Source: an optimization exercise on an open RTL-to-GDS flow (aim: small area). Production flows keep margins and buffers that such runs may drop.
The RTL was checked by simulation tests, not by an equivalence proof against the original design.
Power is estimated from default activity; no workload was simulated.

## mtm_Alu
module mtm_Alu (
    input  wire clk,    
    input  wire rst_n,  
    input  wire sin,    
    output wire sout    
);
Size in the first run: about 470 cells after synthesis, about 92 flip-flops, ~4 I/O pins, ~4100 sq um of cells after synthesis.
==> module mtm_Alu, before the edit <==
module mtm_Alu (
    input  wire clk,    
    input  wire rst_n,  
    input  wire sin,    
    output wire sout    
);
reg  [3:0]  bc;
reg  [3:0]  pc;
reg  [3:0]  lf;       
reg  [3:0]  M;
reg  [31:0] X;
reg  [31:0] H;        
wire busy  = pc[3] & pc[2];
wire pc8   = pc[3] & !pc[2];
wire bc10  = (bc == 4'd10);
wire ferr  = !busy && ((bc == 4'd1 && (pc8 ? !sin : sin)) || (bc10 && !sin));
wire pay   = !busy && bc >= 4'd2 && bc <= 4'd9;
reg         c8;
wire        arith = M[2];
wire        sub   = M[0];
wire [1:0]  ck    = {bc[3], bc[0]};                  
wire        ldc   = pay && pc8 && bc >= 4'd6;
wire [7:0]  xa    = X[7:0];
wire [7:0]  ha    = H[7:0];
wire [7:0]  yb    = ha ^ {8{sub}};
wire [8:0]  cc;
wire [7:0]  sum;
assign cc[0] = (ck == 2'd0) ? sub : c8;
genvar gi;
generate for (gi = 0; gi < 8; gi = gi + 1) begin : rca
    assign sum[gi]  = xa[gi] ^ yb[gi] ^ cc[gi];
    assign cc[gi+1] = (xa[gi] & yb[gi]) | (xa[gi] & cc[gi]) | (yb[gi] & cc[gi]);
end endgenerate
wire [7:0]  R     = arith ? sum : (sub ? (xa | ha) : (xa & ha));
reg  [2:0] spc;
reg  [3:0] sbc;
reg  [2:0] oc;        
reg        z;        
wire spc4  = spc[2];
wire sidle = spc4 && bc10s;
wire bc10s = (sbc == 4'd10);
wire spay  = sbc >= 4'd2 && sbc <= 4'd9;
wire sdata = !spc4 && spay;
wire [1:0] cd = busy ? pc[1:0] : 2'd0;                
wire go    = spc4 && (bc10s || sbc == 4'd9) &&
             (cd[1] || (cd[0] && (!M[3] || M == 4'b1010 || M == 4'b1100)));
wire cy    = c8 ^ sub;
reg  obit;
always @* begin
    if (sbc == 4'd0) obit = 1'b0;
    else if (sbc == 4'd1) obit = spc4;
    else if (!spay) obit = 1'b1;
    else if (!spc4) obit = H[31];
    else if (sbc <= 4'd6) obit = M[3];
    else obit = oc[2];
end
assign sout = obit;
always @(posedge clk) begin
    if (!rst_n) begin
        bc <= 4'd0; pc <= 4'd0;
        spc <= 3'd4; sbc <= 4'd10;
    end else begin
        if (bc != 4'd0 || !sin) begin
            if (ferr) begin
                bc <= 4'd1; pc <= 4'd14;
            end else if (bc10) begin
                bc <= 4'd0;
                if (busy) pc <= 4'd0;
                else if (!pc8) pc <= pc + 4'd1;
                else if (lf == {{3{!M[3]}}, 1'b0}) begin pc <= 4'd13; bc <= 4'd9; end
                else begin pc <= 4'd15; bc <= 4'd1; end
            end else bc <= bc + 4'd1;
        end
        if (go) begin
            sbc <= 4'd14;
            spc <= (cd[1] || M[3] || M[1]) ? 3'd4 : 3'd0;
        end else if (!sidle) begin
            if (bc10s) begin
                sbc <= 4'd0;
                spc <= spc + 3'd1;
            end else sbc <= sbc + 4'd1;
        end
    end
end
wire        xsh = !ldc && pay && pc[3:2] == 2'b00;
wire        xkp = !ldc && !xsh;
wire [31:0] Xn  = ({32{ldc}} & {X[7:0], X[31:8]}) | ({32{xsh}} & {X[30:0], sin}) | ({32{xkp}} & X);
wire        hsh = !ldc && ((pay && pc[3:2] == 2'b01) || sdata);
wire        hkp = !ldc && !hsh;
wire [31:0] Hn  = ({32{ldc}} & {R, H[31:8]}) | ({32{hsh}} & {H[30:0], sin}) | ({32{hkp}} & H);
reg  [3:0] Mg;        
reg        zg;
reg  [2:0] ocg;
always @* begin
    if (cd[1]) begin                                       
        Mg = cd[0] ? 4'b1010 : 4'b1100;
        zg = !cd[0];
        ocg = cd[0] ? 3'b111 : 3'b101;
    end else if (M[3]) begin                               
        Mg = M;
        zg = M[2];
        ocg = M[2] ? 3'b101 : 3'b111;
    end else if (M[1]) begin                               
        Mg = 4'b1001;
        zg = 1'b0;
        ocg = 3'b110;
    end else begin                                         
        Mg = {1'b0, arith && cy, arith && !cy && H[31], arith};
        zg = arith && (sub ? cy : H[31]);
        ocg = {H[31], 2'b00};
    end
end
wire       mrx  = !go && pay && pc8;
wire       mef  = mrx && !(!bc[3] && !(bc[2] && bc[1])) && M[3] &&
                  (sin != (bc == 4'd6 ? M[2] : bc == 4'd7 ? M[1] : bc == 4'd9));
wire       msh  = !go && ((mrx && bc <= 4'd5) || (!(pay && pc8) && spc4 && spay));
wire       mza  = !go && !(pay && pc8) && !(spc4 && spay) && sdata;
wire       mkp  = !go && !msh && !mef && !mza;
wire [3:0] Mn   = ({4{go}} & Mg) | ({4{msh}} & {M[2:0], mrx ? sin : z}) | {mef, 3'b000} |
                  ({4{mza}} & {M[3:1], M[0] && !H[31]}) | ({4{mkp}} & M);
wire       zn   = go ? zg : z;
wire       ocs  = !go && spay;
wire [2:0] ocn  = ({3{go}} & ocg) | ({3{ocs}} & ({oc[1:0], 1'b0} ^ ((oc[2] ^ obit) ? 3'b011 : 3'b000))) |
                  ({3{!go && !ocs}} & oc);
always @(posedge clk) begin
    if (pc == 4'd0 && bc < 4'd9)
        lf <= 4'd0;
    else if (pay) begin
        lf <= {lf[2:0], 1'b0} ^ (lf[3] ? 4'b0011 : 4'b0000) ^
              (sin ? ((pc == 4'd4 && bc <= 4'd8) ? 4'b1111 : 4'b0011) : 4'b0000);
    end
    M <= Mn;
    z <= zn;
    oc <= ocn;
    X <= Xn;
    if (ldc) c8 <= cc[8];
    H <= Hn;
end
endmodule
export LEC_CHECK = 0
export ABC_AREA = 1
export CAP_MARGIN = 20
export CORE_MARGIN = 2
export CORE_UTILIZATION = 40
export CTS_BUF_LIST = sky130_fd_sc_hd__clkbuf_8
export SLEW_MARGIN = 20
create_clock -name core_clock -period 8.0 [get_ports {clk}]
standard.sh (not shown) runs the stock make flow with config.mk's settings and CLKGATE_MAP_FILE= SYNTH_SCRIPT=/design/flow/synth_recipe.tcl, a recipe that flattens the netlist after the stock synthesis.
==> flow/flow/run.sh <==
#!/bin/bash
# The standard layout (standard.sh), with these changes:
#  - clock tree synthesis adds no dummy loads;
#  - the ports are buffered with buf_1.
set -euo pipefail
cd "$(dirname "$0")/.."
rm -rf scripts_area
cp -r "$FLOW_HOME/scripts" scripts_area
cp flow/abc_area.script scripts_area/abc_area.script
export SCRIPTS_DIR="$PWD/scripts_area"
export CTS_ARGS="-sink_clustering_enable -repair_clock_nets -buf_list sky130_fd_sc_hd__clkbuf_8 -dont_use_dummy_load"
export BUFFER_PORTS_ARGS="-buffer_cell sky130_fd_sc_hd__buf_1"
bash standard.sh > standard_flow.log 2>&1
==> flow/flow/abc_area.script <==
strash
&get -n
&deepsyn -T 30
&put
dch -f
amap
The baseline finished with timing, DRC and antenna clean.
Next try:
--- a/flow/design.v
+++ b/flow/design.v
@@ -6,6 +6,7 @@
 );
 reg  [3:0]  bc;
 reg  [3:0]  pc;
+reg  [1:0]  cd;       
 reg  [3:0]  lf;       
 reg  [3:0]  M;
 reg  [31:0] X;
@@ -20,7 +21,15 @@
 wire        sub   = M[0];
 wire [1:0]  ck    = {bc[3], bc[0]};                  
 wire        ldc   = pay && pc8 && bc >= 4'd6;
-wire [7:0]  xa    = X[7:0];
+reg  [7:0]  xa;
+always @* begin
+    case (ck)
+        2'd0: xa = X[7:0];
+        2'd1: xa = X[15:8];
+        2'd2: xa = X[23:16];
+        default: xa = X[31:24];
+    endcase
+end
 wire [7:0]  ha    = H[7:0];
 wire [7:0]  yb    = ha ^ {8{sub}};
 wire [8:0]  cc;
@@ -41,9 +50,7 @@
 wire bc10s = (sbc == 4'd10);
 wire spay  = sbc >= 4'd2 && sbc <= 4'd9;
 wire sdata = !spc4 && spay;
-wire [1:0] cd = busy ? pc[1:0] : 2'd0;                
-wire go    = spc4 && (bc10s || sbc == 4'd9) &&
-             (cd[1] || (cd[0] && (!M[3] || M == 4'b1010 || M == 4'b1100)));
+wire go    = sidle && (cd[1] || (cd[0] && (!M[3] || M == 4'b1010 || M == 4'b1100)));
 wire cy    = c8 ^ sub;
 reg  obit;
 always @* begin
@@ -57,9 +64,10 @@
 assign sout = obit;
 always @(posedge clk) begin
     if (!rst_n) begin
-        bc <= 4'd0; pc <= 4'd0;
+        bc <= 4'd0; pc <= 4'd0; cd <= 2'd0;
         spc <= 3'd4; sbc <= 4'd10;
     end else begin
+        cd <= busy ? pc[1:0] : 2'd0;
         if (bc != 4'd0 || !sin) begin
             if (ferr) begin
                 bc <= 4'd1; pc <= 4'd14;
@@ -72,7 +80,7 @@
             end else bc <= bc + 4'd1;
         end
         if (go) begin
-            sbc <= 4'd14;
+            sbc <= 4'd15;
             spc <= (cd[1] || M[3] || M[1]) ? 3'd4 : 3'd0;
         end else if (!sidle) begin
             if (bc10s) begin
@@ -82,9 +90,6 @@
         end
     end
 end
-wire        xsh = !ldc && pay && pc[3:2] == 2'b00;
-wire        xkp = !ldc && !xsh;
-wire [31:0] Xn  = ({32{ldc}} & {X[7:0], X[31:8]}) | ({32{xsh}} & {X[30:0], sin}) | ({32{xkp}} & X);
 wire        hsh = !ldc && ((pay && pc[3:2] == 2'b01) || sdata);
 wire        hkp = !ldc && !hsh;
 wire [31:0] Hn  = ({32{ldc}} & {R, H[31:8]}) | ({32{hsh}} & {H[30:0], sin}) | ({32{hkp}} & H);
@@ -132,7 +137,7 @@
     M <= Mn;
     z <= zn;
     oc <= ocn;
-    X <= Xn;
+    if (pay && pc[3:2] == 2'b00) X <= {X[30:0], sin};
     if (ldc) c8 <= cc[8];
     H <= Hn;
 end
Outcome: Wire length drops by 3.7%; die area is higher by 1.3%; final area increases by 1.0%; worst setup slack is worse by 55 ps; synthesized cell count fell by 10%; final cell count falls by 7.6%; fmax went down by 1.1%; clock power increases by about 3%; hold slack got worse by 26 ps; area after synthesis rises by 1.4%; via count falls by 8.1%; count of clock-buffer cells in the layout does not change; sequential share of layout area grows by 7.6 points.

## what the ideal ports hide
Ports are ideal in the flow. The routed layouts listed here were re-timed in OpenROAD.
Step 1 sets driving cells, clkbuf_16 on the clock port and buf_2 on the other inputs (assumed; they add their load-dependent delay and slew).
Step 2 also shifts input and output timing later by t, the mid clock arrival at the registers, as if the neighbouring blocks saw the same clock.
Three values: ideal, step 1, step 2; two values: the first two.
| run | t (ns) | setup slack, ns | worst setup path at the end | slew at the worst register clock pin (ns) | cell pins on the clock port's net |
|---|---|---|---|---|---|
| the first run | 0.390 | 2.917 / 2.917 / 2.917 | register to register | 0.09 / 0.09 | 1 |
| the second run | 0.397 | 2.861 / 2.861 / 2.861 | register to register | 0.10 / 0.10 | 1 |
After both steps setup and hold are still met in every run listed.
